This design comes from an exercise in tuning for small area and a short achievable clock period on the open sky130 flow, not from production work. The RTL was checked by simulation tests, not by an equivalence proof against the original design. No driver is modelled on the clock port, so clocking that relies on it looks cheaper here than on a real chip. Power is estimated from default activity; no workload was simulated.

==> constraint.sdc <==
create_clock -name core_clock -period 6.5 [get_ports {clk}]
set_input_delay 1.3000 -clock core_clock [delete_from_list [all_inputs] [get_ports {clk}]]
set_output_delay 1.3000 -clock core_clock [all_outputs]
set_load 0.01 [all_outputs]
==> config.mk <==
export PLATFORM = sky130hd
export DESIGN_NAME = proc
export DESIGN_NICKNAME = proc
export VERILOG_FILES = /design/flow/design.v
export SDC_FILE = /design/flow/constraint.sdc
export NUM_CORES = 4
export LEC_CHECK = 0
export CAP_MARGIN = 20
export CORE_MARGIN = 2
export CORE_UTILIZATION = 40
export SETUP_SLACK_MARGIN = 3.4
export SLEW_MARGIN = 20
==> flow/pre_sta.tcl <==
# Pre-layout timing of a gate netlist (no wires, ideal clock): prints the worst setup slack.
set p $::env(FLOW_HOME)/platforms/sky130hd
read_lef $p/lef/sky130_fd_sc_hd.tlef
read_lef $p/lef/sky130_fd_sc_hd_merged.lef
read_liberty $p/lib/sky130_fd_sc_hd__tt_025C_1v80.lib
read_verilog $::env(PRE_NETLIST)
link_design $::env(FLOW_TOP)
read_sdc $::env(FLOW_SDC)
puts "WORST_SLACK [sta::worst_slack -max]"
==> flow/run.sh <==
#!/bin/bash
# Standard synthesis; then the combinational logic re-mapped by ABC with 16 random seeds
# (flip-flops untouched), keeping the smallest result whose unplaced timing is within reach;
# then the standard layout from that netlist. Each tool's output goes to its own log.
set -euo pipefail
W=$(pwd)
F=$W/flow
R=$W/orfs/results/$FLOW_PLATFORM/proc/base
YOSYS=$FLOW_HOME/../tools/install/yosys/bin/yosys
[[ -x $YOSYS ]] || YOSYS=yosys
LIB=$FLOW_HOME/platforms/sky130hd/lib/sky130_fd_sc_hd__tt_025C_1v80.lib
bash standard.sh synth > $W/log_synth.txt 2>&1
cp $R/1_2_yosys.v $W/standard_netlist.v
python3 $F/flops.py $W/standard_netlist.v | sort > $W/flops_standard.txt

remap() {   # $1 = seed
  local s=$1 d=$W/remap_$1
  mkdir -p $d
  sed "s/SEED/$s/" $F/remap.abc > $d/remap.abc
  REMAP_LIB=$LIB REMAP_IN=$W/standard_netlist.v REMAP_OUT=$d/netlist.v REMAP_TOP=$FLOW_TOP \
  REMAP_ABC=$d/remap.abc REMAP_STAT_IN=$d/stat_in.txt REMAP_STAT_OUT=$d/stat_out.txt \
    timeout 600 $YOSYS -c $F/remap.tcl > $d/log_remap.txt 2>&1 || return 0
  python3 $F/flops.py $d/netlist.v | sort > $d/flops.txt
  cmp -s $W/flops_standard.txt $d/flops.txt || return 0
  PRE_NETLIST=$d/netlist.v timeout 300 openroad -no_init -exit $F/pre_sta.tcl > $d/log_sta.txt 2>&1 || return 0
  local area slack
  area=$(grep -o "Chip area for module[^:]*: [0-9.]*" $d/stat_out.txt | awk '{print $NF}')
  slack=$(grep -o "WORST_SLACK [-0-9.e]*" $d/log_sta.txt | awk '{print $2}')
  [[ -n "$area" && -n "$slack" ]] && echo "$s $area $slack" > $d/result.txt
  return 0
}
for s in 0 1 2 3 4 5 6 7; do remap $s & done
wait
for s in 8 9 10 11 12 13 14 15; do remap $s & done
wait
cat $W/remap_*/result.txt > $W/remap_results.txt 2>/dev/null || true
# smallest area among results whose unplaced period (clock period less slack) is at most 3.3 ns
best=$(awk -v p=$FLOW_PERIOD_NS '$2 > 0 && p - $3 <= 3.3 {print}' $W/remap_results.txt | sort -k2 -g | head -1 | awk '{print $1}')
if [[ -z "$best" ]]; then
  best=$(sort -k3 -g -r $W/remap_results.txt | head -1 | awk '{print $1}')
fi
if [[ -n "$best" ]]; then
  echo "using the re-mapped netlist of seed $best" > $W/remap_choice.txt
  cp $W/remap_$best/netlist.v $R/1_2_yosys.v
  rm -f $R/1_synth.odb $R/1_synth.sdc
else
  echo "no re-mapped netlist: using the standard netlist" > $W/remap_choice.txt
fi
bash standard.sh "BUFFER_PORTS_ARGS=-buffer_cell sky130_fd_sc_hd__buf_1" finish > $W/log_layout.txt 2>&1
==> flow/remap.abc <==
strash
&get -n
&fraig -x
&put
scorr
dc2
strash
&get -n
&deepsyn -J 40 -T 400 -S SEED
&synch2
&if -g -K 6
&synch2
&nf -p
&put
buffer -c
upsize -c
dnsize -c
==> flow/remap.tcl <==
# Re-map the combinational logic of the standard synthesis netlist with ABC; the flip-flops
# (and tie cells) are kept as they are, with their names and cell types.
yosys -import
set lib $::env(REMAP_LIB)
read_liberty -ignore_miss_func $lib
setattr -mod -set keep_hierarchy 1 sky130_fd_sc_hd__df* sky130_fd_sc_hd__edf* sky130_fd_sc_hd__sdf* sky130_fd_sc_hd__sedf* sky130_fd_sc_hd__dl* sky130_fd_sc_hd__conb*
read_verilog $::env(REMAP_IN)
hierarchy -top $::env(REMAP_TOP)
flatten
set top $::env(REMAP_TOP)
opt -purge $top
tee -o $::env(REMAP_STAT_IN) stat -liberty $lib $top
abc -liberty $lib -dont_use *probe* -dont_use *lpflow* -script $::env(REMAP_ABC) {*}[expr {[info exists ::env(REMAP_D)] ? [list -D $::env(REMAP_D)] : {}}] $top
opt_clean -purge $top
setundef -zero $top
hilomap -singleton -hicell sky130_fd_sc_hd__conb_1 HI -locell sky130_fd_sc_hd__conb_1 LO $top
splitnets $top
opt_clean -purge $top
insbuf -buf sky130_fd_sc_hd__buf_4 A X $top
check $top
tee -o $::env(REMAP_STAT_OUT) stat -liberty $lib $top
select -module $::env(REMAP_TOP)
write_verilog -noattr -nohex -nodec -selected $::env(REMAP_OUT)
==> standard.sh <==
#!/bin/bash
# synth_recipe.tcl (not shown) runs the flow's synth.tcl, then flattens the netlist and writes it again
# the make line also repeats each setting of config.mk as NAME=value (left out here)
make -C /OpenROAD-flow-scripts/flow DESIGN_CONFIG=/design/flow/config.mk WORK_HOME=/design/flow/orfs CLKGATE_MAP_FILE= SYNTH_SCRIPT=/design/flow/synth_recipe.tcl "${@:-finish}"
==> design.v <==
module proc (
    input         clk,
    input         reset,
    input         intrq,
    input         ioskp,
    input  [11:0] mq,
    input         mql,
    output        dfrm_n,
    output        jump_n,
    output        intak_n,
    output        ioinst,
    output        mdl_n,
    output [11:0] md_n,
    output        mread_n,
    output        mwrite_n);
    genvar i;
    reg s_f1, s_f2, s_d1, s_d2, s_d3, s_e1, s_e2, s_e3, s_i1;
    reg [11:9] ir;
    reg        ir8;
    reg        iotf;                      
    reg [11:0] ac, ma, pc;
    reg        lnk;
    wire acz     = ~| ac;
    wire ir0     = ir == 3'o0;
    wire ir1     = ir == 3'o1;
    wire ir2     = ir == 3'o2;
    wire ir3     = ir == 3'o3;
    wire ir4     = ir == 3'o4;
    wire ir5     = ir == 3'o5;
    wire ir6     = ir == 3'o6;
    wire ir7     = ir == 3'o7;
    wire iotd    = iotf;
    wire grpa    = s_e1 & ir7 & ~ ma[8];
    wire grpb    = s_e1 & ir7 & ma[8] & ~ iotf;
    wire arith1  = s_e1 & ~ ir[11] & ~ ir[10];
    wire isz1    = s_e1 & ir2;
    wire dca1    = s_e1 & ir3;
    wire jms1    = s_e1 & ir4;
    wire jmp1    = s_e1 & ir5;
    wire iot1    = s_e1 & iotd;
    wire and2    = s_e2 & (ir0 | ir1 & acz);
    wire tad2    = s_e2 & ir1 & ~ acz;
    wire isz2    = s_e2 & ir2;
    wire dca2    = s_e2 & ir3;
    wire jms2    = s_e2 & ir4;
    wire iot2    = s_e2 & iotd;
    wire tad3    = s_e3 & ir[9];      
    wire isz3    = s_e3 & ir[10];
    wire jms3    = s_e3 & ir[11];
    wire autoidx = ma[11:3] == 9'o001;
    wire meminst = ~ (mq[11] & mq[10]);
    wire mqgrpb  = mq[11:8] == 4'b1111 & mq[2:0] == 3'b000;
    wire skip    = s_f2 & mqgrpb & (((lnk & mq[4]) | (acz & mq[5]) | (ac[11] & mq[6])) ^ mq[3]);
    wire [11:0] pcc;
    assign pcc[0] = 1'b1;
    assign pcc[1] = pc[0] | skip;
    generate for (i = 2; i < 12; i = i + 1) begin : g_pcc
        assign pcc[i] = pcc[1] & (& pc[i-1:1]);
    end endgenerate
    wire [11:0] pcinc = pc ^ {pcc[11:1], ~ skip};
    wire [11:0] ix = s_e2 & ir[11] ? ma : mq;
    wire [11:0] ixc;
    assign ixc[0] = 1'b1;
    generate for (i = 1; i < 12; i = i + 1) begin : g_ixc
        assign ixc[i] = & ix[i-1:0];
    end endgenerate
    wire [11:0] ixinc = ix ^ ixc;
    wire e1iot = s_e1 & ir[11] & ir[10];
    wire selp  = s_f1 | s_e2 & ir[11] | e1iot & ~ iotd;               
    wire selm  = s_d1 | s_d3 | s_e1 & ~ (ir[11] & ir[10]) | s_e3;     
    wire sela  = e1iot & iotd | s_e2 & ~ ir[11];                      
    wire [11:0] mdo = {12{selp}} & pc | {12{selm}} & ma | {12{sela}} & ac;
    wire brk = jmp1 | jms3 | grpb;
    assign md_n     = ~ mdo;
    assign mdl_n    = ~ lnk;
    assign mread_n  = ~ (s_f1 | s_d1 | arith1 | isz1 | brk & ~ intrq);
    assign mwrite_n = ~ (s_d1 & autoidx | jms1 | dca1 | isz1 | s_i1);
    assign dfrm_n   = ~ (s_e1 & ~ ir[11] & ir8);
    assign jump_n   = ~ (s_e1 & ir[11] & ~ ir[10]);
    assign intak_n  = ~ s_i1;
    assign ioinst   = iot1;
    wire [11:0] tp = ma;
    wire [11:0] tg = ~ ma & ac;
    wire [2:0]  bg, bp;
    generate for (i = 0; i < 3; i = i + 1) begin : g_blk
        assign bg[i] = tg[4*i+3] | tp[4*i+3] & tg[4*i+2] | tp[4*i+3] & tp[4*i+2] & tg[4*i+1] |
                       tp[4*i+3] & tp[4*i+2] & tp[4*i+1] & tg[4*i];
        assign bp[i] = & tp[4*i+3:4*i];
    end endgenerate
    wire [3:0]  bc;                          
    assign bc[0] = 1'b0;
    assign bc[1] = bg[0];
    assign bc[2] = bg[1] | bp[1] & bg[0];
    assign bc[3] = bg[2] | bp[2] & bg[1] | bp[2] & bp[1] & bg[0];
    wire [11:0] tc;
    generate for (i = 0; i < 3; i = i + 1) begin : g_in
        assign tc[4*i]   = bc[i];
        assign tc[4*i+1] = tg[4*i] | tp[4*i] & bc[i];
        assign tc[4*i+2] = tg[4*i+1] | tp[4*i+1] & tg[4*i] | tp[4*i+1] & tp[4*i] & bc[i];
        assign tc[4*i+3] = tg[4*i+2] | tp[4*i+2] & tg[4*i+1] | tp[4*i+2] & tp[4*i+1] & tg[4*i] |
                           tp[4*i+2] & tp[4*i+1] & tp[4*i] & bc[i];
    end endgenerate
    wire [11:0] tsum = tp ^ tc;
    wire        tlnk = lnk ^ bc[3];
    wire [11:0] gy = (ac & {12{~ ma[7]}}) ^ {12{ma[5]}};
    wire [12:0] gc;
    assign gc[0] = ma[0];
    generate for (i = 1; i < 13; i = i + 1) begin : g_g1
        assign gc[i] = ma[0] & (& gy[i-1:0]);
    end endgenerate
    wire [11:0] gsum = gy ^ gc[11:0];
    wire        newl = ((lnk & ~ ma[6]) ^ ma[4]) ^ gc[12];
    wire [12:0] ls   = {newl, gsum};
    wire r_nop  = ma[3:1] == 3'b000;
    wire r_bsw  = ma[3:1] == 3'b001;
    wire r_ral  = ma[3:1] == 3'b010;
    wire r_rtl  = ma[3:1] == 3'b011;
    wire r_rar  = ma[3:1] == 3'b100;
    wire r_rtr  = ma[3:1] == 3'b101;
    wire r_one  = ma[3] & ma[2];
    wire [12:0] rot = {13{r_nop}} & ls |
                      {13{r_bsw}} & {newl, gsum[5:0], gsum[11:6]} |
                      {13{r_ral}} & {ls[11:0], ls[12]} |
                      {13{r_rtl}} & {ls[10:0], ls[12:11]} |
                      {13{r_rar}} & {ls[0], ls[12:1]} |
                      {13{r_rtr}} & {ls[1:0], ls[12:2]} |
                      {13{r_one}};
    wire endinst = and2 | tad3 | dca2 | isz3 | iot2 | grpa;
    always @(posedge clk or posedge reset) begin
        if (reset) begin
            {s_f1, s_f2, s_d1, s_d2, s_d3, s_e1, s_e2, s_e3, s_i1} <= 9'b100000000;
        end else begin
            s_f1 <= endinst & ~ intrq;
            s_i1 <= (endinst | brk) & intrq;
            s_f2 <= s_f1 | brk & ~ intrq;
            s_d1 <= s_f2 & meminst & mq[8];
            s_d2 <= s_d1;
            s_d3 <= s_d2 & autoidx;
            s_e1 <= s_f2 & ~ (meminst & mq[8]) | s_d2 & ~ autoidx | s_d3;
            s_e2 <= s_e1 & (~ ir[11] | ir4 | iotd) | s_i1;
            s_e3 <= s_e2 & (ir1 & ~ acz | ir2 | ir4);
        end
    end
    wire pcinc_en = s_f2 | isz3 & ~| ma | iot2 & ioskp;
    always @(posedge clk or posedge reset) begin
        if (reset)             pc <= 12'o0000;
        else if (jmp1 | jms3)  pc <= ma;
        else if (pcinc_en)     pc <= pcinc;
    end
    always @(posedge clk) begin
        if (s_i1)      ir <= 3'o4;
        else if (s_f2) ir <= mq[11:9];
        if (s_f2)      ir8 <= mq[8];
        if (s_i1)      iotf <= 1'b0;
        else if (s_f2) iotf <= mq[11:9] == 3'o6 | mq[11:8] == 4'b1111 & (| mq[2:0]);
    end
    always @(posedge clk) begin
        if (s_f2)                              ma <= {meminst ? (pc[11:7] & {5{mq[7]}}) : mq[11:7], mq[6:0]};
        else if (s_d2 & autoidx | isz2 | jms2) ma <= ixinc;
        else if (s_d2)                         ma <= mq;
        else if (tad2)                         ma <= mq ^ ac;
        else if (s_i1)                         ma <= 12'o0000;
    end
    wire acmq = s_e2 & (ir[11] | ~ ir[10]);       
    always @(posedge clk) begin
        if (and2 | iot2 | dca2 | grpb & ma[7] | tad3 | grpa)
            ac <= {12{acmq}} & mq & (ac | {12{ir[9] | ir[11]}}) |
                  {12{tad3}} & tsum |
                  {12{s_e1 & ~ ma[8]}} & rot[11:0];
        if (iot2)       lnk <= mql;
        else if (tad3)  lnk <= tlnk;
        else if (grpa)  lnk <= rot[12];
    end
endmodule
==> flow/flops.py <==
# Prints "celltype instance" for every flip-flop instance in a flat gate-level netlist.
import re, sys
text = open(sys.argv[1]).read()
for m in re.finditer(r'^\s*(sky130_fd_sc_hd__(?:s?e?df\w+|dl\w+))\s+(\S+)\s*\(', text, re.M):
    print(re.sub(r'_\d+$', '', m.group(1)), m.group(2))
==> results of run 1 <==
==> flip-flops by register name (all words and copies together), names as in the netlist, 3 cells and up <==
signal / cells
ir: 3
ma: 12
ac: 12
pc: 12
==> worst paths after layout <==
check	startpoint	end	slack, ns	cells past startpoint
setup / recovery	ac[5]	pc[11]	3.28	10
hold / removal	s_d1	s_d2	0.55	0
setup reg to reg	ac[5]	pc[11]	3.28	10
hold reg to reg	s_d1	s_d2	0.55	0
max in group asynchronous	reset	s_e1	4.81	2
min in group asynchronous	reset	pc[8]	1.12	2
==> where the power goes <==
| part | internal (mW) | total, mW | leakage [nW] | switching, mW |
|---|---|---|---|---|
| clock | 0.148 | 0.292 | 0.0767 | 0.144 |
| sequential | 0.543 | 0.801 | 0.548 | 0.258 |
| combinational | 0.892 | 2.26 | 1.63 | 1.37 |
==> metrics by stage <==
step	utilization, %	power (mW)	hold slack [ns]
after floorplan	-	1.98	0.392
after global placement	43.4	2.55	0.456
after detailed placement	43.4	2.56	0.437
after CTS	47.8	3.06	0.512
after global routing	50.8	3.51	0.557
final	50.8	3.35	0.548
==> placed cells by master (no fill, tap or decap), types with 21 or more instances in the layout <==
| cell | instances |
|---|---|
| a21oi_1 | 38 |
| buf_4 | 54 |
| edfxtp_1 | 26 |
| nand2_1 | 68 |
| nor2_1 | 34 |
| o21ai_0 | 36 |
| xnor2_1 | 27 |
| xor2_1 | 21 |
==> layout make-up <==
cell class	count	area (um^2)
well taps	143	179
inverters	17	63.8
clock inverters	3	26.3
repair buffers	91	598
flip-flops and latches	51	1400
fillers	1065	5600
multi-input cells	488	3380
clock buffers	5	125
==> metal layers <==
metal | up-vias | share of wire [%] | track usage, %
met5 | - | 0 | 0
met2 | 416 | 46 | 47.8
met4 | 0 | 5.1 | 13.6
li1 | 2384 | - | -
met1 | 2566 | 38 | 40.4
met3 | 82 | 11 | 5.66
==> timing repair <==
item                       in CTS  in global routing
setup buffers                  26                 24
setup endpoints to repair      28                 31
cloned                          2                  1
pin swaps                      22                 13
resized for setup              45                 40
==> impl_metrics.prom, run 1 <==
# TYPE chip_impl_metric gauge
chip_impl_metric{name="antenna-diode-count",unit=""} 0
chip_impl_metric{name="cts-root-to-sink-buffers",unit=""} 2
chip_impl_metric{name="die_height",unit="um"} 112
chip_impl_metric{name="place.port_buffers",unit=""} 35
chip_impl_metric{name="antenna_found_initial",unit=""} 0
chip_impl_metric{name="post-route-period-util",unit="%"} 49.5
chip_impl_metric{name="pwrdens",unit="nW/um^2"} 581
chip_impl_metric{name="setup_violations",unit=""} 0
chip_impl_metric{name="drt_first_pass_iters",unit=""} 9
chip_impl_metric{name="worst-endpoint-required",unit="ns"} 6.72
chip_impl_metric{name="dpl_cell_area",unit="um^2"} 4940
chip_impl_metric{name="worstPathBufferInverterCount",unit=""} 2
chip_impl_metric{name="cpPeakStageDelay",unit="ns"} 0.60
chip_impl_info{name="crit_top_cell",value="buf_4"} 1
chip_impl_metric{name="die_width",unit="um"} 112
chip_impl_metric{name="tritoncts.num_buffers",unit=""} 5
chip_impl_metric{name="initialDrtViolationCount",unit=""} 753
chip_impl_metric{name="routedWlPerCell",unit="um"} 24.6
chip_impl_metric{name="finalWorstSetupSlack",unit="ns"} 3.28
chip_impl_metric{name="design.final.nets",unit=""} 671
chip_impl_metric{name="final_max_slew_viol_count",unit=""} 0
chip_impl_metric{name="num_io_pins",unit=""} 36
chip_impl_metric{name="wire_length_of_the_first_global_routing_pass",unit="mm"} 29.2
chip_impl_metric{name="remaining_drc_errors",unit=""} 0
chip_impl_info{name="timing.critical_path.from_type",value="flop"} 1
chip_impl_metric{name="via_count",unit=""} 5448
chip_impl_info{name="crit_type",value="reg -> reg"} 1
chip_impl_metric{name="timing.max_cap.violations",unit=""} 0
chip_impl_info{name="ctsRootBufferMaster",value="clkbuf_16"} 1
chip_impl_metric{name="numPlacedInstances",unit=""} 737
chip_impl_metric{name="detail_route.wirelength",unit="mm"} 19.6
chip_impl_metric{name="finalInstanceArea",unit="um^2"} 5770
chip_impl_metric{name="worst_skew_pair.late_latency",unit="ns"} 0.31
chip_impl_metric{name="netlist_area",unit="um^2"} 4630
chip_impl_metric{name="timing.final.crit_period",unit="ns"} 3.22
chip_impl_metric{name="final_layout_size_suffix_gt1_share",unit="%"} 20.8
chip_impl_metric{name="worst_setup_hold_path_clk_slew",unit="ns"} 0.08
chip_impl_metric{name="vdd_ir_drop_max",unit="V"} 0.000290
chip_impl_metric{name="finalClockSkew",unit="ns"} 0.00648
chip_impl_metric{name="num_rows",unit=""} 39
chip_impl_metric{name="finalHoldViolCount",unit=""} 0
chip_impl_metric{name="grt_util_all_layers",unit="%"} 30.2
chip_impl_metric{name="htree_levels",unit=""} 2
chip_impl_info{name="critPathCaptureType",value="flop"} 1
chip_impl_metric{name="design.die.area",unit="um^2"} 12500
chip_impl_metric{name="drt-vias-per-instance",unit=""} 6.83
chip_impl_metric{name="power.static_leakage",unit="nW"} 2.26
chip_impl_metric{name="post_synth_inst_count",unit=""} 565
chip_impl_info{name="cp_top_family",value="simple AND/OR/NAND/NOR gates"} 1
chip_impl_metric{name="max_freq",unit="MHz"} 311
chip_impl_metric{name="postSynthNetCount",unit=""} 582
chip_impl_metric{name="fin_tns_setup",unit="ns"} 0
chip_impl_metric{name="floorplan.initialDensity",unit="%"} 40.7
chip_impl_info{name="cts_tree",value="built"} 1
chip_impl_metric{name="grt_max_degree",unit=""} 29
chip_impl_info{name="timing.critical_path.cells",value="or4_4 > buf_4 > and4b_1 > a222oi_1 > xor2_1 > o21ai_0 > buf_4 > nand4_1 > or3_1 > a41oi_1"} 1
chip_impl_metric{name="dp_hpwl",unit="mm"} 12.3
chip_impl_metric{name="worst_slew_pin_slew",unit="ns"} 0.838
chip_impl_metric{name="place_congestion",unit=""} 0.981
chip_impl_metric{name="cp.arrival",unit="ns"} 3.44
chip_impl_info{name="crit_slowest_cell",value="or4_4"} 1
chip_impl_info{name="rsz0062_at_grt",value="yes"} 1
chip_impl_metric{name="dp_slack",unit="ns"} 2.90
chip_impl_metric{name="globalRoute.totalOverflow",unit=""} 0
chip_impl_metric{name="coreArea",unit="um^2"} 11400
chip_impl_metric{name="final_cell_count_no_fill",unit=""} 798
chip_impl_metric{name="first_global_vias",unit=""} 4861
chip_impl_metric{name="cts_sinks",unit=""} 51
chip_impl_metric{name="path_max_fanout",unit=""} 11
chip_impl_info{name="outcome",value="no timing/DRC/antenna violations"} 1
chip_impl_metric{name="syn-mean-instance-area",unit="um^2"} 8.19
chip_impl_info{name="min-delay-path-class",value="reg -> reg"} 1
chip_impl_metric{name="area_delta_synth_final",unit="%"} 24.7
chip_impl_metric{name="post_cts_hold_buffer_count",unit=""} 0
chip_impl_metric{name="count_of_warnings_emitted_by_yosys",unit=""} 1
chip_impl_metric{name="antenna_violating_nets_post_route",unit=""} 0
chip_impl_metric{name="relative_slew_slack",unit="%"} 44.1
==> run 2: changes to the inputs <==
--- a/config.mk
+++ b/config.mk
@@ -8,5 +8,5 @@
 export CAP_MARGIN = 20
 export CORE_MARGIN = 2
 export CORE_UTILIZATION = 40
-export SETUP_SLACK_MARGIN = 3.4
+export SETUP_SLACK_MARGIN = 2.6
 export SLEW_MARGIN = 20
==> impl_metrics.prom, run 2 <==
# TYPE chip_impl_metric gauge
chip_impl_metric{name="numPlacedInstances",unit=""} 737
chip_impl_metric{name="coreArea",unit="um^2"} 11400
chip_impl_metric{name="num_rows",unit=""} 39
chip_impl_metric{name="timing.final.crit_period",unit="ns"} 3.74
chip_impl_metric{name="globalRoute.totalOverflow",unit=""} 0
chip_impl_metric{name="netlist_area",unit="um^2"} 4630
chip_impl_metric{name="place.port_buffers",unit=""} 35
chip_impl_info{name="outcome",value="no timing/DRC/antenna violations"} 1
chip_impl_metric{name="relative_slew_slack",unit="%"} 38.3
chip_impl_metric{name="final_cell_count_no_fill",unit=""} 745
chip_impl_metric{name="cpPeakStageDelay",unit="ns"} 0.60
chip_impl_metric{name="cp.arrival",unit="ns"} 2.44
chip_impl_metric{name="finalClockSkew",unit="ns"} 0.00673
chip_impl_metric{name="cts_sinks",unit=""} 51
chip_impl_metric{name="tritoncts.num_buffers",unit=""} 5
chip_impl_metric{name="place_congestion",unit=""} 1.02
chip_impl_info{name="crit_type",value="reg -> out"} 1
chip_impl_metric{name="die_height",unit="um"} 112
chip_impl_metric{name="pwr-share-seq",unit="%"} 30.0
chip_impl_info{name="crit_slowest_cell",value="or3_1"} 1
chip_impl_metric{name="pwrdens",unit="nW/um^2"} 569
chip_impl_metric{name="worst_setup_hold_path_clk_slew",unit="ns"} 0.07
chip_impl_metric{name="fin_tns_setup",unit="ns"} 0
chip_impl_metric{name="initialDrtViolationCount",unit=""} 672
chip_impl_metric{name="cts-root-to-sink-buffers",unit=""} 2
chip_impl_info{name="critPathCaptureType",value="output pin"} 1
chip_impl_metric{name="power.switching",unit="mW"} 1.58
chip_impl_metric{name="worst-endpoint-required",unit="ns"} 5.20
chip_impl_metric{name="count_of_warnings_emitted_by_yosys",unit=""} 1
chip_impl_metric{name="post_cts_hold_buffer_count",unit=""} 0
chip_impl_metric{name="setup_violations",unit=""} 0
chip_impl_metric{name="first_global_vias",unit=""} 4734
chip_impl_metric{name="htree_levels",unit=""} 2
chip_impl_metric{name="antenna_found_initial",unit=""} 0
chip_impl_metric{name="grt.met2_usage",unit="%"} 42.7
chip_impl_metric{name="num_io_pins",unit=""} 36
chip_impl_metric{name="design.die.area",unit="um^2"} 12500
chip_impl_metric{name="final_layout_size_suffix_gt1_share",unit="%"} 4.49
chip_impl_metric{name="wire_length_of_the_first_global_routing_pass",unit="mm"} 26.8
chip_impl_metric{name="comb_power_share",unit="%"} 60.4
chip_impl_info{name="commonest_cells_after_routing_fill_and_taps_aside",value="70 x nand2_1, 40 x a21oi_1, 38 x o21ai_0, 35 x buf_1, 34 x nor2_1"} 1
chip_impl_metric{name="grt_util_all_layers",unit="%"} 27.2
chip_impl_metric{name="area_delta_synth_final",unit="%"} 9.97
chip_impl_info{name="ctsRootBufferMaster",value="clkbuf_16"} 1
chip_impl_metric{name="final_max_slew_viol_count",unit=""} 0
chip_impl_metric{name="via_count",unit=""} 5080
chip_impl_metric{name="postSynthNetCount",unit=""} 582
chip_impl_metric{name="grt_max_degree",unit=""} 29
chip_impl_info{name="timing.critical_path.from_type",value="flop"} 1
chip_impl_metric{name="path_max_fanout",unit=""} 12
chip_impl_metric{name="finalInstanceArea",unit="um^2"} 5090
chip_impl_metric{name="met1_layer_usage_reported_by_global_route",unit="%"} 36.6
chip_impl_info{name="largest_registers",value="ac: 12 flops, ma: 12 flops, pc: 12 flops"} 1
chip_impl_metric{name="worst_slew_pin_slew",unit="ns"} 0.925
chip_impl_metric{name="max_freq",unit="MHz"} 267
chip_impl_metric{name="global_route.usage.met3",unit="%"} 5.72
chip_impl_metric{name="antenna_violating_nets_post_route",unit=""} 0
chip_impl_metric{name="worst_skew_pair.late_latency",unit="ns"} 0.30
chip_impl_metric{name="post_cts.repair.setup_buffers",unit=""} 0
chip_impl_metric{name="vdd_ir_drop_max",unit="V"} 0.000388
chip_impl_info{name="grt_most_used_layer",value="met2"} 1
chip_impl_metric{name="timing.max_cap.violations",unit=""} 0
chip_impl_metric{name="fillers",unit=""} 1142
chip_impl_info{name="leading_cell_type_in_the_layout_fill_and_taps_excluded",value="nand2_1"} 1
chip_impl_metric{name="floorplan.initialDensity",unit="%"} 40.7
chip_impl_metric{name="power.static_leakage",unit="nW"} 1.90
chip_impl_metric{name="remaining_drc_errors",unit=""} 0
chip_impl_metric{name="post_synth_inst_count",unit=""} 565
chip_impl_metric{name="drt_first_pass_iters",unit=""} 9
chip_impl_metric{name="finalWorstSetupSlack",unit="ns"} 2.76
chip_impl_metric{name="routedWlPerCell",unit="um"} 23.1
chip_impl_info{name="min-delay-path-class",value="reg -> reg"} 1
chip_impl_metric{name="dpl_cell_area",unit="um^2"} 4940
chip_impl_metric{name="clock_power_share",unit="%"} 9.6
chip_impl_metric{name="dp_slack",unit="ns"} 2.87
chip_impl_metric{name="drt-vias-per-instance",unit=""} 6.82
chip_impl_info{name="rsz0062_at_grt",value="no"} 1
chip_impl_metric{name="internal-power",unit="mW"} 1.32
chip_impl_info{name="timing.critical_path.cells",value="and2_1 > or3_1 > a222oi_1 > buf_1"} 1
chip_impl_metric{name="die_width",unit="um"} 112
chip_impl_metric{name="power_switching_share",unit="%"} 54.4
chip_impl_metric{name="post_route_hold_slack",unit="ns"} 0.499
chip_impl_metric{name="design.final.nets",unit=""} 618
chip_impl_metric{name="finalHoldViolCount",unit=""} 0
chip_impl_metric{name="syn-mean-instance-area",unit="um^2"} 8.19
chip_impl_metric{name="dp_hpwl",unit="mm"} 12.4
chip_impl_metric{name="post-route-period-util",unit="%"} 57.5
chip_impl_metric{name="antenna-diode-count",unit=""} 0
chip_impl_metric{name="detail_route.wirelength",unit="mm"} 17.2
chip_impl_info{name="cts_tree",value="built"} 1
-- run 2: cell count changes in the layout (fill, tap and decap cells not counted), sizes merged --
cell	previous run	this run
nand2	72	71
a2111o	2	1
buf	87	41
clkbuf	9	5
or3	6	5
clkinv	0	1
inv	20	19
-- run 2: final cells by class --
class / count / area (um^2) / share of cell area, %
multi-input combinational: 485 / 3140 / 61.6
sequential: 51 / 1390 / 27.3
tap: 143 / 179 / 3.51
timing repair buffer: 41 / 176 / 3.47
clock buffer: 5 / 125 / 2.46
inverter: 17 / 63.8 / 1.25
clock inverter: 3 / 22.5 / 0.442
-- run 2: power by group through the flow --
stage	Combinational (mW)	Sequential, mW	Clock [mW]
after CTS	1.71	0.852	0.282
after global routing	1.89	0.883	0.294
after detailed placement	1.70	0.857	0
after floorplan	1.20	0.782	0
final	1.75	0.871	0.278
after global placement	1.69	0.860	0
-- run 2: through the flow --
| step | power, mW | utilization [%] |
|---|---|---|
| floorplan | 1.98 | - |
| global placement | 2.55 | 43.4 |
| detailed placement | 2.56 | 43.4 |
| CTS | 2.85 | 44.8 |
| global route | 3.07 | 44.8 |
| finish | 2.90 | 44.8 |
-- run 2: critical path: cells and delay by family (launching register included) --
family                 cells  cell delay, ns
buffers and inverters      1            0.20
AO/OA/AOI/OAI              1            0.44
AND/OR/NAND/NOR            2            0.98
flip-flops                 1            0.51
-- run 2: layer usage --
layer | part of all wire, % | routed length, um | vias up
met3 | 11 | 1920 | 57
met1 | 40 | 6820 | 2393
met4 | 4.0 | 696 | 0
met2 | 45 | 7790 | 360
met5 | 0 | 0 | -
li1 | - | - | 2270
-- run 2: final timing paths --
path,startpoint,to,slack [ns],cells past startpoint
worst max-delay path,s_e2,md_n[0],2.76,4
max in group asynchronous,reset,pc[1],4.85,2
worst min register to register,s_d3,s_e1,0.50,2
worst max register to register,ac[1],lnk,2.90,8
min in group asynchronous,reset,pc[9],1.13,2
worst min-delay path,s_d3,s_e1,0.50,2
-- run 2: timing repair --
action                     4_1_cts  5_1_grt
cloned                           0        0
pin swaps                        0        0
gates resized for setup          1        1
hold endpoints to repair         0        0
setup endpoints to repair        1        1
==> run 3: changes to the inputs <==
--- a/config.mk
+++ b/config.mk
@@ -8,5 +8,5 @@
 export CAP_MARGIN = 20
 export CORE_MARGIN = 2
 export CORE_UTILIZATION = 40
-export SETUP_SLACK_MARGIN = 2.6
+export SETUP_SLACK_MARGIN = 3.0
 export SLEW_MARGIN = 20
==> impl_metrics.prom, run 3 <==
# TYPE chip_impl_metric gauge
chip_impl_info{name="rsz0062_at_grt",value="yes"} 1
chip_impl_info{name="leading_cell_type_in_the_layout_fill_and_taps_excluded",value="nand2_1"} 1
chip_impl_info{name="ctsRootBufferMaster",value="clkbuf_16"} 1
chip_impl_metric{name="timing.final.crit_period",unit="ns"} 3.45
chip_impl_metric{name="post_synth_inst_count",unit=""} 565
chip_impl_metric{name="grt_util_all_layers",unit="%"} 28.0
chip_impl_info{name="min-delay-path-class",value="reg -> reg"} 1
chip_impl_metric{name="globalRoute.totalOverflow",unit=""} 0
chip_impl_metric{name="design.die.area",unit="um^2"} 12500
chip_impl_metric{name="cts-root-to-sink-buffers",unit=""} 2
chip_impl_metric{name="antenna_violating_nets_post_route",unit=""} 0
chip_impl_metric{name="numPlacedInstances",unit=""} 737
chip_impl_info{name="crit_type",value="reg -> out"} 1
chip_impl_metric{name="wl_met1",unit="mm"} 7.01
chip_impl_metric{name="drt-vias-per-instance",unit=""} 6.80
chip_impl_metric{name="place_congestion",unit=""} 1.02
chip_impl_info{name="timing.rr.end",value="lnk"} 1
chip_impl_metric{name="power.static_leakage",unit="nW"} 1.95
chip_impl_metric{name="worst_slew_pin_slew",unit="ns"} 0.935
chip_impl_metric{name="design.final.nets",unit=""} 628
chip_impl_info{name="timing.critical_path.from_type",value="flop"} 1
chip_impl_metric{name="count_of_warnings_emitted_by_yosys",unit=""} 1
chip_impl_metric{name="drt_first_pass_iters",unit=""} 8
chip_impl_info{name="critPathCaptureType",value="output pin"} 1
chip_impl_info{name="cts_tree",value="built"} 1
chip_impl_metric{name="netlist_area",unit="um^2"} 4630
chip_impl_info{name="commonest_cells_after_routing_fill_and_taps_aside",value="70 x nand2_1, 40 x a21oi_1, 38 x o21ai_0, 34 x nor2_1, 34 x buf_1"} 1
chip_impl_metric{name="worst-r2r-cell-count",unit=""} 9
chip_impl_metric{name="postSynthNetCount",unit=""} 582
chip_impl_info{name="hold_path_start",value="s_d3"} 1
chip_impl_metric{name="worst-r2r-setup-slack",unit="ns"} 3.14
chip_impl_info{name="hold_path_end",value="s_e1"} 1
chip_impl_metric{name="cp.arrival",unit="ns"} 2.15
chip_impl_metric{name="post_route_hold_slack",unit="ns"} 0.496
chip_impl_metric{name="wire_length_of_the_first_global_routing_pass",unit="mm"} 27.4
chip_impl_metric{name="max_freq",unit="MHz"} 290
chip_impl_metric{name="initialDrtViolationCount",unit=""} 637
chip_impl_metric{name="met2_length",unit="mm"} 7.93
chip_impl_info{name="outcome",value="no timing/DRC/antenna violations"} 1
chip_impl_metric{name="die_height",unit="um"} 112
chip_impl_info{name="largest_registers",value="ac: 12 flops, ma: 12 flops, pc: 12 flops"} 1
chip_impl_metric{name="remaining_drc_errors",unit=""} 0
chip_impl_metric{name="first_global_vias",unit=""} 4794
chip_impl_metric{name="worst_hold_path.num_cells",unit=""} 2
chip_impl_metric{name="via_count",unit=""} 5136
chip_impl_metric{name="die_width",unit="um"} 112
chip_impl_metric{name="coreArea",unit="um^2"} 11400
chip_impl_metric{name="syn-mean-instance-area",unit="um^2"} 8.19
chip_impl_metric{name="place.port_buffers",unit=""} 35
chip_impl_metric{name="area_delta_synth_final",unit="%"} 12.0
chip_impl_metric{name="post_cts_hold_buffer_count",unit=""} 0
chip_impl_metric{name="pwrdens",unit="nW/um^2"} 572
chip_impl_metric{name="worst_setup_hold_path_clk_slew",unit="ns"} 0.07
chip_impl_metric{name="htree_levels",unit=""} 2
chip_impl_info{name="r2r_start",value="ma[0]"} 1
chip_impl_metric{name="finalHoldViolCount",unit=""} 0
chip_impl_metric{name="grt_max_degree",unit=""} 29
chip_impl_metric{name="relative_slew_slack",unit="%"} 37.2
chip_impl_metric{name="final_max_slew_viol_count",unit=""} 0
chip_impl_metric{name="worst-endpoint-required",unit="ns"} 5.20
chip_impl_metric{name="final_cell_count_no_fill",unit=""} 755
chip_impl_metric{name="antenna_found_initial",unit=""} 0
chip_impl_metric{name="routedWlPerCell",unit="um"} 23.4
chip_impl_info{name="highest_layer",value="met4"} 1
chip_impl_metric{name="fillers",unit=""} 1142
chip_impl_metric{name="timing.max_cap.violations",unit=""} 0
chip_impl_metric{name="detail_route.wirelength",unit="mm"} 17.7
chip_impl_metric{name="vdd_ir_drop_max",unit="V"} 0.000384
chip_impl_metric{name="final_layout_size_suffix_gt1_share",unit="%"} 6.70
chip_impl_metric{name="antenna-diode-count",unit=""} 0
chip_impl_metric{name="floorplan.initialDensity",unit="%"} 40.7
chip_impl_metric{name="num_rows",unit=""} 39
chip_impl_metric{name="fin_tns_setup",unit="ns"} 0
chip_impl_metric{name="area_of_the_multi_input_gates",unit="um^2"} 3150
chip_impl_metric{name="finalClockSkew",unit="ns"} 0.00795
chip_impl_metric{name="cts_sinks",unit=""} 51
chip_impl_metric{name="post-route-period-util",unit="%"} 53.1
chip_impl_metric{name="dp_hpwl",unit="mm"} 12.4
chip_impl_metric{name="worst_skew_pair.late_latency",unit="ns"} 0.30
chip_impl_metric{name="finalPower",unit="mW"} 2.96
chip_impl_metric{name="num_io_pins",unit=""} 36
chip_impl_metric{name="path_max_fanout",unit=""} 12
chip_impl_metric{name="tritoncts.num_buffers",unit=""} 5
chip_impl_metric{name="setup_violations",unit=""} 0
chip_impl_metric{name="dr_wl_met3",unit="mm"} 1.83
chip_impl_metric{name="seqCellArea",unit="um^2"} 1390
-- run 3: how the worst max path moves through the flow --
stage               startpoint  endpoint  slack [ns]  depth (start not counted)
floorplan                 s_e2   md_n[0]        3.33                          5
global placement        mq[10]    pc[11]        2.93                          9
detailed placement      mq[10]    pc[11]        2.87                          9
CTS                     ir[11]   md_n[5]        3.04                          4
global route            ir[10]   mread_n        2.95                          7
finish                  ir[10]   md_n[2]        3.05                          4
-- run 3: repair_timing --
item	4_1_cts	5_1_grt
gates cloned	0	0
resized for setup	7	2
endpoints found under the setup margin	14	15
pin swaps	1	1
buffers inserted	6	4
-- run 3: worst max-delay path, stage by stage (launching register included) --
cell and delay, ns:
dfxtp_2 0.44, nand2_1 0.16, a2111o_1 0.58, a222oi_1 0.46, buf_1 0.21
-- run 3: per-layer routing --
metal | vias to the layer above | global-route usage [%]
met2 | 368 | 43.6
met1 | 2403 | 37.4
met4 | 0 | 13.9
li1 | 2293 | -
met3 | 72 | 5.50
met5 | - | 0
-- run 3: power breakdown --
part / internal (mW) / total, mW / leakage (nW) / switching, mW
combinational: 0.676 / 1.85 / 1.33 / 1.17
clock: 0.145 / 0.278 / 0.0746 / 0.132
sequential: 0.541 / 0.835 / 0.550 / 0.294
-- run 3: per-stage QoR --
| step | setup slack, ns | utilization (%) | area, um^2 |
|---|---|---|---|
| after global routing | 2.95 | 45.6 | 5180 |
| after CTS | 3.04 | 45.3 | 5150 |
| final | 3.05 | 45.6 | 5180 |
| after detailed placement | 2.87 | 43.4 | 4940 |
| after global placement | 2.93 | 43.4 | 4940 |
| after floorplan | 3.33 | - | 4630 |
-- run 3: layout make-up --
type	count	share of cell area [%]
Sequential cell	51	26.9
Inverter	17	1.23
Multi-Input combinational cell	485	60.7
Timing Repair Buffer	51	4.88
Clock buffer	5	2.41
Clock inverter	3	0.434
Tap cell	143	3.45
==> run 4: changes to the inputs <==
--- a/config.mk
+++ b/config.mk
@@ -8,5 +8,5 @@
 export CAP_MARGIN = 20
 export CORE_MARGIN = 2
 export CORE_UTILIZATION = 40
-export SETUP_SLACK_MARGIN = 3.0
+export SETUP_SLACK_MARGIN = 3.2
 export SLEW_MARGIN = 20
==> impl_metrics.prom, run 4 <==
# TYPE chip_impl_metric gauge
chip_impl_metric{name="worst-r2r-cell-count",unit=""} 8
chip_impl_metric{name="worst_slew_pin_slew",unit="ns"} 0.888
chip_impl_metric{name="worst_hold_path.num_cells",unit=""} 1
chip_impl_metric{name="wire_length_of_the_first_global_routing_pass",unit="mm"} 28.0
chip_impl_metric{name="path_max_fanout",unit=""} 6
chip_impl_info{name="rsz0062_at_grt",value="yes"} 1
chip_impl_metric{name="worst_setup_hold_path_clk_slew",unit="ns"} 0.07
chip_impl_metric{name="syn-mean-instance-area",unit="um^2"} 8.19
chip_impl_info{name="grt_most_used_layer",value="met2"} 1
chip_impl_info{name="crit_type",value="reg -> out"} 1
chip_impl_metric{name="cts_sinks",unit=""} 51
chip_impl_metric{name="tritoncts.num_buffers",unit=""} 5
chip_impl_metric{name="globalRoute.totalOverflow",unit=""} 0
chip_impl_metric{name="first_global_vias",unit=""} 4887
chip_impl_metric{name="routedWlPerCell",unit="um"} 24.4
chip_impl_metric{name="die_width",unit="um"} 112
chip_impl_metric{name="drt_first_pass_iters",unit=""} 8
chip_impl_metric{name="place_congestion",unit=""} 1.02
chip_impl_metric{name="drt-vias-per-instance",unit=""} 6.93
chip_impl_info{name="r2r_start",value="ac[3]"} 1
chip_impl_info{name="cts_tree",value="built"} 1
chip_impl_metric{name="detail_route.wirelength",unit="mm"} 18.8
chip_impl_metric{name="final_cell_count_no_fill",unit=""} 770
chip_impl_metric{name="post_cts_hold_buffer_count",unit=""} 0
chip_impl_metric{name="pwrdens",unit="nW/um^2"} 573
chip_impl_info{name="outcome",value="no timing/DRC/antenna violations"} 1
chip_impl_metric{name="timing.final.crit_period",unit="ns"} 3.27
chip_impl_metric{name="finalClockSkew",unit="ns"} 0.00662
chip_impl_metric{name="worst-endpoint-required",unit="ns"} 5.20
chip_impl_metric{name="finalInstanceArea",unit="um^2"} 5370
chip_impl_info{name="hold_path_start",value="ir[10]"} 1
chip_impl_metric{name="finalWorstSetupSlack",unit="ns"} 3.23
chip_impl_metric{name="design.final.nets",unit=""} 643
chip_impl_metric{name="post-route-period-util",unit="%"} 50.3
chip_impl_metric{name="fillers",unit=""} 1135
chip_impl_metric{name="num_rows",unit=""} 39
chip_impl_info{name="largest_registers",value="ac: 12 flops, ma: 12 flops, pc: 12 flops"} 1
chip_impl_metric{name="worst-r2r-setup-slack",unit="ns"} 3.24
chip_impl_metric{name="die_height",unit="um"} 112
chip_impl_metric{name="cts-root-to-sink-buffers",unit=""} 2
chip_impl_metric{name="fin_tns_setup",unit="ns"} 0
chip_impl_metric{name="grt_util_all_layers",unit="%"} 28.7
chip_impl_metric{name="dp_hpwl",unit="mm"} 12.4
chip_impl_metric{name="global_route.usage.met3",unit="%"} 5.72
chip_impl_metric{name="max_freq",unit="MHz"} 306
chip_impl_metric{name="dp_slack",unit="ns"} 2.87
chip_impl_metric{name="antenna_violating_nets_post_route",unit=""} 0
chip_impl_metric{name="vdd_ir_drop_max",unit="V"} 0.000346
chip_impl_metric{name="postSynthNetCount",unit=""} 582
chip_impl_metric{name="timing.max_cap.violations",unit=""} 0
chip_impl_metric{name="final_max_slew_viol_count",unit=""} 0
chip_impl_metric{name="final_layout_size_suffix_gt1_share",unit="%"} 11.2
chip_impl_metric{name="count_of_warnings_emitted_by_yosys",unit=""} 1
chip_impl_metric{name="antenna_found_initial",unit=""} 0
chip_impl_metric{name="floorplan.initialDensity",unit="%"} 40.7
chip_impl_info{name="commonest_cells_after_routing_fill_and_taps_aside",value="69 x nand2_1, 40 x a21oi_1, 37 x o21ai_0, 34 x nor2_1, 31 x buf_1"} 1
chip_impl_info{name="leading_cell_type_in_the_layout_fill_and_taps_excluded",value="nand2_1"} 1
chip_impl_metric{name="netlist_area",unit="um^2"} 4630
chip_impl_info{name="timing.rr.end",value="lnk"} 1
chip_impl_metric{name="finalHoldViolCount",unit=""} 0
chip_impl_info{name="timing.critical_path.from_type",value="flop"} 1
chip_impl_metric{name="numPlacedInstances",unit=""} 737
chip_impl_metric{name="met1_layer_usage_reported_by_global_route",unit="%"} 37.6
chip_impl_metric{name="remaining_drc_errors",unit=""} 0
chip_impl_metric{name="power.static_leakage",unit="nW"} 2.04
chip_impl_metric{name="dpl_cell_area",unit="um^2"} 4940
chip_impl_metric{name="design.die.area",unit="um^2"} 12500
chip_impl_metric{name="relative_slew_slack",unit="%"} 40.7
chip_impl_metric{name="area_delta_synth_final",unit="%"} 15.9
chip_impl_metric{name="place.port_buffers",unit=""} 35
chip_impl_info{name="min-delay-path-class",value="reg -> reg"} 1
chip_impl_metric{name="antenna-diode-count",unit=""} 0
chip_impl_metric{name="post_synth_inst_count",unit=""} 565
chip_impl_metric{name="htree_levels",unit=""} 2
chip_impl_metric{name="setup_violations",unit=""} 0
chip_impl_metric{name="num_io_pins",unit=""} 36
chip_impl_metric{name="initialDrtViolationCount",unit=""} 712
chip_impl_metric{name="grt_max_degree",unit=""} 29
chip_impl_info{name="ctsRootBufferMaster",value="clkbuf_16"} 1
chip_impl_metric{name="grt.met2_usage",unit="%"} 44.6
chip_impl_info{name="critPathCaptureType",value="output pin"} 1
chip_impl_metric{name="via_count",unit=""} 5333
chip_impl_metric{name="cp.arrival",unit="ns"} 1.97
chip_impl_metric{name="worst_skew_pair.late_latency",unit="ns"} 0.30
chip_impl_metric{name="coreArea",unit="um^2"} 11400
chip_impl_info{name="hold_path_end",value="ir[10]"} 1
-- run 4: power by group --
part           internal, mW  total (mW)  switching, mW
Clock                 0.145       0.278          0.133
Sequential            0.543       0.817          0.274
Combinational         0.723        1.98           1.25
-- run 4: stage by stage --
stage          hold WS, ns  power (mW)  utilization, %
2_1_floorplan        0.392        1.98               -
3_3_place_gp         0.453        2.55            43.4
3_5_place_dp         0.477        2.56            43.4
4_1_cts              0.547        2.92            45.8
5_1_grt              0.576        3.23            47.2
6_report             0.564        3.07            47.2
-- run 4: cell type report --
class	count	area [um^2]	share of cell area, %
inverters	17	63.8	1.19
flip-flops and latches	51	1400	26.1
multi-input cells	488	3220	60.1
well taps	143	179	3.33
clock inverters	3	22.5	0.420
repair buffers	63	354	6.60
clock buffers	5	125	2.33
-- run 4: timing repair --
action | in CTS | in global routing
pin swaps | 3 | 11
resized for setup | 12 | 20
endpoints found under the setup margin | 20 | 25
gates cloned | 1 | 2
buffers inserted | 11 | 11
-- run 4: how the worst max path moves through the flow --
stage                      start  slack [ns]  depth (start not counted)       to
after global placement    mq[10]        2.93                          9   pc[11]
after global routing       mq[0]        3.10                          9   pc[11]
final                       s_e1        3.23                          4  md_n[5]
after detailed placement  mq[10]        2.87                          9   pc[11]
after CTS                 ir[10]        3.19                          7  mread_n
after floorplan             s_e2        3.33                          5  md_n[0]
-- run 4: worst max-delay path: stages (launching register included) --
cell      delay (ns)
dfrtp_2         0.43
buf_4           0.14
a2111o_1        0.48
a222oi_1        0.42
buf_1           0.19
-- run 4: routing by layer --
metal | vias to the layer above | part of all wire (%)
li1 | 2324 | -
met1 | 2485 | 38
met2 | 430 | 44
met3 | 94 | 11
met4 | 0 | 6.5
met5 | - | 0

afterwards: timing with drivers on the ports:
The flow's constraints put no driver on any port. The routed layouts listed below were extracted and timed again, unchanged, in two steps. Step 1 (the two cells are an assumption about what drives the block):
set clk [get_ports {clk}]
set_driving_cell -lib_cell sky130_fd_sc_hd__clkbuf_16 $clk
set_driving_cell -lib_cell sky130_fd_sc_hd__buf_2 [delete_from_list [all_inputs] $clk]
Step 2 times the ports against the registers' clock, not the clock port: input delays grow and output delays shrink by t, the midpoint of the rising clock arrivals with the driver on. Slacks: ideal ports / drivers / drivers and shift; pairs: ideal ports / drivers.
run | t (ns) | setup WS [ns] | hold slack, ns | worst setup path at the end | latest minus earliest clock arrival (ns)
run 1 | 0.340 | 3.285 / 3.252 / 3.006 | 0.548 / 0.548 / 0.548 | input to register | 0.006 / 0.006
run 2 | 0.336 | 2.761 / 2.722 / 2.779 | 0.499 / 0.499 / 0.499 | input to register | 0.007 / 0.007
run 3 | 0.336 | 3.051 / 3.012 / 2.896 | 0.496 / 0.496 / 0.496 | input to register | 0.008 / 0.008
run 4 | 0.336 | 3.232 / 3.193 / 2.959 | 0.564 / 0.564 / 0.564 | input to register | 0.006 / 0.006
After both steps every run listed still meets setup and hold. For run 1, which loses most, drivers alone change the setup slack by -0.033 ns; drivers and shift together by -0.279 ns.
